From an optimization exercise on the open Yosys and OpenROAD flow, aimed at small area, a short achievable clock period and few clock cycles per item; shortcuts taken in it are not production practice.
RTL that was checked went through simulation tests only; none was proved equivalent to the original.
The RTL of run 2 was laid out without a check of its function.
Power is estimated from default activity; no workload was simulated.

==> flow/design.v, too long to show whole: its modules and the start of the top module <==
// module SequentialMultiplier128Bit: 3059 lines
module SequentialMultiplier128Bit(
    input [127:0] a,
    input [127:0] b,
    input reset_n,
    input clk,
    output [255:0] p,
    output done
    );
  // ...
==> flow/flow/run.sh <==
#!/bin/bash
# Own layout flow: the standard ORFS flow (standard.sh, unchanged synthesis) with two
# layout settings changed:
#  - the port buffers that buffer_ports inserts are sky130_fd_sc_hd__buf_1 instead of the
#    delay-type buffer it picks by default (every input and output port still gets a buffer);
#  - MATCH_CELL_FOOTPRINT=0, so the timing repair may resize a cell to one of another width.
# Each tool's full output goes to standard.log here and to ORFS's own logs under orfs/logs.
set -euo pipefail
export BUFFER_PORTS_ARGS="-buffer_cell sky130_fd_sc_hd__buf_1"
bash standard.sh MATCH_CELL_FOOTPRINT=0 "BUFFER_PORTS_ARGS=-buffer_cell sky130_fd_sc_hd__buf_1" finish > standard.log 2>&1
test -s out/final.def
==> flow/standard.sh <==
#!/bin/bash
# synth_recipe.tcl (not shown) runs the flow's synth.tcl, then flattens the netlist and writes it again
# the make line also repeats each setting of config.mk as NAME=value (left out here)
make -C /OpenROAD-flow-scripts/flow DESIGN_CONFIG=/design/flow/config.mk WORK_HOME=/design/flow/orfs CLKGATE_MAP_FILE= SYNTH_SCRIPT=/design/flow/synth_recipe.tcl "${@:-finish}"
==> flow/config.mk <==
export PLATFORM = sky130hd
export DESIGN_NAME = SequentialMultiplier128Bit
export DESIGN_NICKNAME = SequentialMultiplier128Bit
export VERILOG_FILES = /design/flow/design.v
export SDC_FILE = /design/flow/constraint.sdc
export NUM_CORES = 4
export LEC_CHECK = 0
export ABC_AREA = 1
export CAP_MARGIN = 20
export CORE_MARGIN = 2
export CORE_UTILIZATION = 50
export GPL_TIMING_DRIVEN = 0
export SETUP_SLACK_MARGIN = 2.7
export SLEW_MARGIN = 20
export TNS_END_PERCENT = 5
==> flow/constraint.sdc <==
create_clock -name core_clock -period 5.5 [get_ports {clk}]
set_input_delay 1.1000 -clock core_clock [delete_from_list [all_inputs] [get_ports {clk}]]
set_output_delay 1.1000 -clock core_clock [all_outputs]
set_load 0.01 [all_outputs]
==> reports/qor.csv, run 1 <==
metric,value,unit
synth_top_area_share,13.1,%
yosysWarnings,1,
r2r-end,p[241],
relSlewSlack,21.6,%
cp-end-kind,flop,
status,"complete, no violations",
core_area,88800,um^2
p_switching,11200,uW
path_delay_family,compound AO/OA/AOI/OAI gates,
synthXorXnorAreaFrac,17.2,%
cts_setup_buffers,38,
gp_congestion,0.993,
grt_max_degree,65,
dp_hpwl,134000,um
synth_edf_count,128,
power,24000,uW
power_leader,combinational logic,
syn_area_per_cell,7.47,um^2
p_leak,0.0239,uW
track_usage,36.7,%
top_usage_layer,met2,
cts-root-buf,clkbuf_16,
tightestPinTransition,1.18,ns
crit_buf_inv,3,
dominant_cells,multi-input combinational cells,
synthTopCellsByCount,"nand2_1 (1306), xor2_1 (674), o22ai_1 (510), inv_1 (495), a21oi_1 (451)",
regToRegStartpoint,nz,
synthSimpleGateAreaFrac,18.4,%
grtUsageMet2,58.4,%
criticalPathCategory,in -> reg,
worstSetupStartpointType,input pin,
yosysUniqueCellTypes,67,
use_met3,7.68,%
top_layer,met5,
layout.area.seq,9990,um^2
die-height,304,um
antenna_found_initial,9,
yosysSeqAreaShare,22.1,%
start_util,50.6,%
max_stage_delay,0.47,ns
dp_slack,0.778,ns
Testbench counts, summed over its fixed seeds: cycles 6,912, items 384.
==> run 2, diff against run 1 <==
--- a/flow/design.v
+++ b/flow/design.v
@@ -5,16 +5,17 @@
     input reset_n,
     input clk,
     output [255:0] p,
     output done
     );
   reg [4:0] cnt;
   reg done_r;
   reg shen;      
+  reg nzc;       
   reg nz;        
   reg [130:0] S, C;
   reg [127:0] pl;
   reg [7:0] Sp;
   reg [7:1] Cp;
   reg nlp;
   reg [1:0] cv;
   reg [3:0] one, two, neg;       
@@ -31,17 +32,17 @@
   assign pp1[128:64] = ~(({65{one[1]}} & {1'b0, b[127:64]}) | ({65{two[1]}} & b[127:63])) ^ {65{negn[1]}};
   wire [128:0] pp2;
   assign pp2[63:0] = (({64{one[2]}} & b[63:0]) | ({64{two[2]}} & {b[62:0], 1'b0})) ^ {64{neg[2]}};
   assign pp2[128:64] = ~(({65{one[2]}} & {1'b0, b[127:64]}) | ({65{two[2]}} & b[127:63])) ^ {65{negn[2]}};
   wire [128:0] pp3;
   assign pp3[63:0] = (({64{one[3]}} & b[63:0]) | ({64{two[3]}} & {b[62:0], 1'b0})) ^ {64{neg[3]}};
   assign pp3[128:64] = ~(({65{one[3]}} & {1'b0, b[127:64]}) | ({65{two[3]}} & b[127:63])) ^ {65{negn[3]}};
   wire [130:0] Sg = nz ? S : {3'b0, b & {128{pl[0]}}};
-  wire [130:0] Cg = nz ? C : (131'd1 << 130);
+  wire [130:0] Cg = nzc ? C : (131'd1 << 130);
   wire hs0, hc0;
   assign hs0 = Sg[0] ^ Cg[0];
   assign hc0 = Sg[0] & Cg[0];
   wire hs1, hc1;
   assign hs1 = Cg[1] ^ neg[0];
   assign hc1 = Cg[1] & neg[0];
   wire hs2, hc2;
   assign hs2 = Cg[3] ^ neg[1];
@@ -3020,19 +3021,21 @@
   wire [3:0] two_n = ld ? two_q : two_p;
   wire [3:0] neg_n = ld ? neg_q : neg_p;
   always @(posedge clk or negedge reset_n) begin
     if (!reset_n) begin
       cnt <= 5'd0;
       done_r <= 1'b0;
       shen <= 1'b1;
       nz <= 1'b0;
+      nzc <= 1'b0;
       fin <= 1'b0;
     end else begin
       nz <= 1'b1;
+      nzc <= reset_n;
       if (cnt == 5'd15) fin <= 1'b1;
       if (!last) cnt <= cnt + 5'd1;
       if (last) done_r <= 1'b1;
       if (fin) shen <= 1'b0;
     end
   end
   always @(posedge clk) begin
     one <= one_n;
--- a/flow/config.mk
+++ b/flow/config.mk
@@ -4,12 +4,11 @@
 export VERILOG_FILES = /design/flow/design.v
 export SDC_FILE = /design/flow/constraint.sdc
 export NUM_CORES = 4
 export LEC_CHECK = 0
 export ABC_AREA = 1
 export CAP_MARGIN = 20
 export CORE_MARGIN = 2
 export CORE_UTILIZATION = 50
-export GPL_TIMING_DRIVEN = 0
 export SETUP_SLACK_MARGIN = 2.7
 export SLEW_MARGIN = 20
 export TNS_END_PERCENT = 5
==> run 2 against run 1 <==
Compared with the run above: routed wire length grew 0.58%; sequential cell count is 1 higher; sequential share of layout area is 0.51 points higher; setup slack improved by 0.035 ns; first-iteration DRC count down 4.8%; critical endpoint is now p[179]; global-route usage is 1.5 points lower.
==> reports/qor.csv, run 2 <==
metric,value,unit,change
finalSetupViolations,0,,unchanged
finalHoldViolations,0,,unchanged
min_period,2.85,ns,was 2.89 ns
p_leak,0.0229,uW,was 0.0239 uW
cp_cell_sequence,nor2_4 -> buf_12 -> buf_8 -> buf_12 -> a22oi_1 -> fa_1 -> nor2_1 -> nor2_1 -> a21oi_1 -> o21ai_0 -> inv_1 -> nand2_1 -> and2_1,,was buf_1 -> inv_1 -> o22ai_1 -> xor2_1 -> fa_1 -> nand2_1 -> inv_1 -> nor2_1 -> xor2_1 -> o21ai_0 -> a21oi_1 -> a31oi_1
r2r-end,p[179],,was p[241]
clkSinkCount,430,,was 429
ant_nets,0,,unchanged
drt_wl_total,177000,um,was 176000 um
cp-end-kind,flop,,unchanged
fp.dieW,304,um,about the same
synth_area_leaders,"xor2_1 (13%), dfxtp_1 (13%), fa_1 (11%)",,unchanged
final_util,59.1,%,was 60.4%
timing.fmax,350,MHz,was 346 MHz
port_buffers,514,,unchanged
nets,7060,,was 7339
combPwrFrac,62.8,%,was 64.6%
rows,109,,unchanged
yosysSeqAreaShare,22.1,%,about the same
final_cells,7609,,was 7887
max_stage_delay,0.52,ns,was 0.47 ns
synth_top_area_share,13.0,%,was 13.1%
largest_reg_flops,129,,unchanged
wl_per_cell,23.2,um,was 22.3 um
status,"complete, no violations",,unchanged
synthArstFlopShare,2.33,%,was 2.10%
gp_congestion,0.903,,was 0.993
htreeDepth,2,,unchanged
ff2ff_path_depth,13,,unchanged
top_register,S,,unchanged
cts.reportedPaths.clkPinSlew,0.06,ns,about the same
p_sw_share,47.8,%,was 46.6%
fillerInstances,8331,,was 8496
regToRegStartpoint,nz,,unchanged
dpl_cell_area,46800,um^2,was 48500 um^2
report.final.slew_viol_count,0,,unchanged
overflow,0,,unchanged
grt_pass1_wl,255000,um,was 260000 um
cpMaxStageDelayCell,dfrtp_4,,was fa_1
cts_tree,yes,,unchanged
syn_nets,6712,,was 6689
worst-path-max-fanout,8,,unchanged
p_switching,11100,uW,was 11200 uW
via_per_inst,5.89,,was 5.71
start_util,50.7,%,was 50.6%
holdPathEnd,done_r,,
worstHoldStart,done_r,,
synth.largest_area_cell,xor2_1,,unchanged
worstSetupStartpointType,flop,,was input pin
syn_to_final_growth,16.7,%,was 19.3%
clk_path_buf_depth,3,,unchanged
cp.arrival,3.40,ns,was 3.44 ns
power_frac_seq,20.3,%,was 19.4%
dp.cells,7345,,was 7704
final_cell_area,52500,um^2,was 53700 um^2
drc,0,,unchanged
yosysWarnings,1,,unchanged
fp.dieArea,92400,um^2,was 92300 um^2
worstSkewPairLatency,0.70,ns,about the same
ys.flop_type,dfxtp_1,,unchanged
path_delay_family,buffers and inverters,,was compound AO/OA/AOI/OAI gates
cts-root-buf,clkbuf_16,,unchanged
core_area,88800,um^2,unchanged
mostFrequentLayoutCells,"nand2_1 (1265), xor2_1 (647), buf_1 (494)",,"was nand2_1 (1273), xor2_1 (646), buf_1 (507)"
timing.setup.tns,0,ns,unchanged
r2r_slack,2.65,ns,about the same
post-route-period-util,51.9,%,was 52.5%
final_common_cell,nand2_1,,unchanged
crit_buf_inv,4,,was 3
antenna_found_initial,8,,was 9
drtIter0Drc,4510,,was 4736
cts_made_buffers,55,,was 54
drive_gt1_share,10.7,%,was 15.1%
p_int,12100,uW,was 12800 uW
fin_skew,0.0577,ns,was 0.0409 ns
relSlewSlack,29.2,%,was 21.6%
ys_ff_latch,430,,was 429
power_density,442,nW/um^2,was 447 nW/um^2
dp_slack,1.63,ns,was 0.778 ns
dp_hpwl,108000,um,was 134000 um
track_usage,35.3,%,was 36.7%
synth_edf_count,128,,unchanged
dr.pass1.iters,6,,unchanged
rsz0062_at_grt,true,,unchanged
syn-cell-area,45000,um^2,about the same
grt_max_degree,129,,was 65
vias,44800,,was 45100
required,6.05,ns,about the same
die-height,304,um,about the same
peakVddDrop,0.269,mV,was 0.299 mV
timing.final.ws_setup,2.65,ns,was 2.61 ns
ioPinCount,515,,unchanged
criticalPathCategory,reg -> reg,,was in -> reg
synthTopCellsByCount,"nand2_1 (1292), xor2_1 (668), o22ai_1 (510), inv_1 (505), a21oi_1 (466)",,"was nand2_1 (1306), xor2_1 (674), o22ai_1 (510), inv_1 (495), a21oi_1 (451)"
tightestPinTransition,1.06,ns,was 1.18 ns
yosysMostFrequentCell,nand2_1,,unchanged
syn_area_per_cell,7.44,um^2,was 7.47 um^2
grt_pass1_vias,42300,,was 42600
postSynthCellCount,6045,,was 6022
hold_path.class,reg -> reg,,was in -> async
yosysUniqueCellTypes,56,,was 67
min_path_cells,1,,
cap_violations,0,,unchanged
p_clk_share,16.9,%,was 16.0%
-- run 2: cell types whose count changed in the layout (fill, tap and decap cells not counted), sizes merged, moves of 7 or more --
cell,before,now
and2,12,19
buf,819,656
a21oi,459,471
inv,525,517
o21ai,167,180
nand2,1338,1318
o21bai,9,18
a211oi,16,24
clkbuf,258,106
nand3,145,157
xnor2,208,198
clkinvlp,7,25
-- run 2: logic make-up after synthesis --
group                      Yosys count  synth area share, %
other                                1              0.00834
DFF                                430                 22.1
adders and majority gates          410                 15.7
AOI/OAI and AO/OA                 1384                 18.1
xor gates and xnor gates           866                 16.9
and+or+nand+nor                   2007                 18.2
buffers and inverters              947                 9.13
-- run 2: layout make-up --
| class | count | area, um^2 | share of cell area [%] |
|---|---|---|---|
| Timing Repair Buffer | 692 | 4320 | 8.24 |
| Tap cell | 1165 | 1460 | 2.78 |
| Clock inverter | 34 | 400 | 0.763 |
| Clock buffer | 70 | 1510 | 2.88 |
| Timing Repair inverter | 13 | 124 | 0.236 |
| Antenna cell | 4 | 10.0 | 0.0191 |
| Inverter | 531 | 2300 | 4.39 |
| Sequential cell | 430 | 10000 | 19.1 |
| Multi-Input combinational cell | 4670 | 32300 | 61.6 |
-- run 2: worst max path at each step --
stage	from	endpoint	slack [ns]	depth (start not counted)
2_1_floorplan	b[32]	p[153]	2.60	10
3_3_place_gp	nz	p[149]	1.66	9
3_5_place_dp	nz	p[149]	1.63	9
4_1_cts	one[1]	p[208]	2.64	10
5_1_grt	two[3]	p[151]	2.55	12
6_report	nz	p[179]	2.65	13
-- run 2: power by group through the flow --
| stage | Sequential, uW | Clock, uW | Combinational [uW] |
|---|---|---|---|
| 3_5_place_dp | 4720 | 0 | 12500 |
| 5_1_grt | 4760 | 4060 | 15900 |
| 3_3_place_gp | 4730 | 0 | 12400 |
| 2_1_floorplan | 4310 | 0 | 10500 |
| 4_1_cts | 4630 | 3950 | 13100 |
| 6_report | 4720 | 3910 | 14600 |
-- run 2: metrics by stage --
| stage | power [uW] | hold WS (ns) |
|---|---|---|
| after global placement | 17100 | 0.456 |
| after detailed placement | 17300 | 0.454 |
| after CTS | 21700 | 0.478 |
| after global routing | 24700 | 0.516 |
| final | 23200 | 0.478 |
| after floorplan | 14800 | 0.420 |
-- run 2: layer usage --
metal / wire, um / GRT usage [%] / up-vias
met1: 71800 / 47.5 / 21200
met3: 19500 / 7.65 / 467
li1: - / - / 20800
met2: 77400 / 55.1 / 2378
met5: 58 / 0 / -
met4: 8000 / 13.7 / 8
-- run 2: what timing repair did --
action	4_1_cts	5_1_grt
buffers inserted	41	73
setup endpoints to repair	267	249
pin swaps	21	112
gates cloned	24	18
resized for setup	162	330
hold buffers	0	0

## port drivers added, routing unchanged
No port has a modelled driver above. Below, the same layouts with a new extraction and two added sets of constraints. Step 1 sets driving cells, clkbuf_16 on the clock port and buf_2 on the other inputs (assumed; they add their load-dependent delay and slew). Step 2 also shifts input and output timing later by t, the mid clock arrival at the registers, as if the neighbouring blocks saw the same clock. Three values: no drivers, after step 1, after step 2; two values: the first two.
| run | shift t [ns] | setup WS [ns] | worst data-port slew with drivers (ns) |
|---|---|---|---|
| run 1 | 0.756 | 2.612 / 2.651 / 1.912 | 0.13 |
| run 2 | 0.746 | 2.647 / 2.647 / 2.003 | 0.12 |
After both steps setup and hold are still met in every run listed. The setup slack of run 1, which loses most, moves by +0.039 ns with the drivers and by -0.700 ns with both steps.
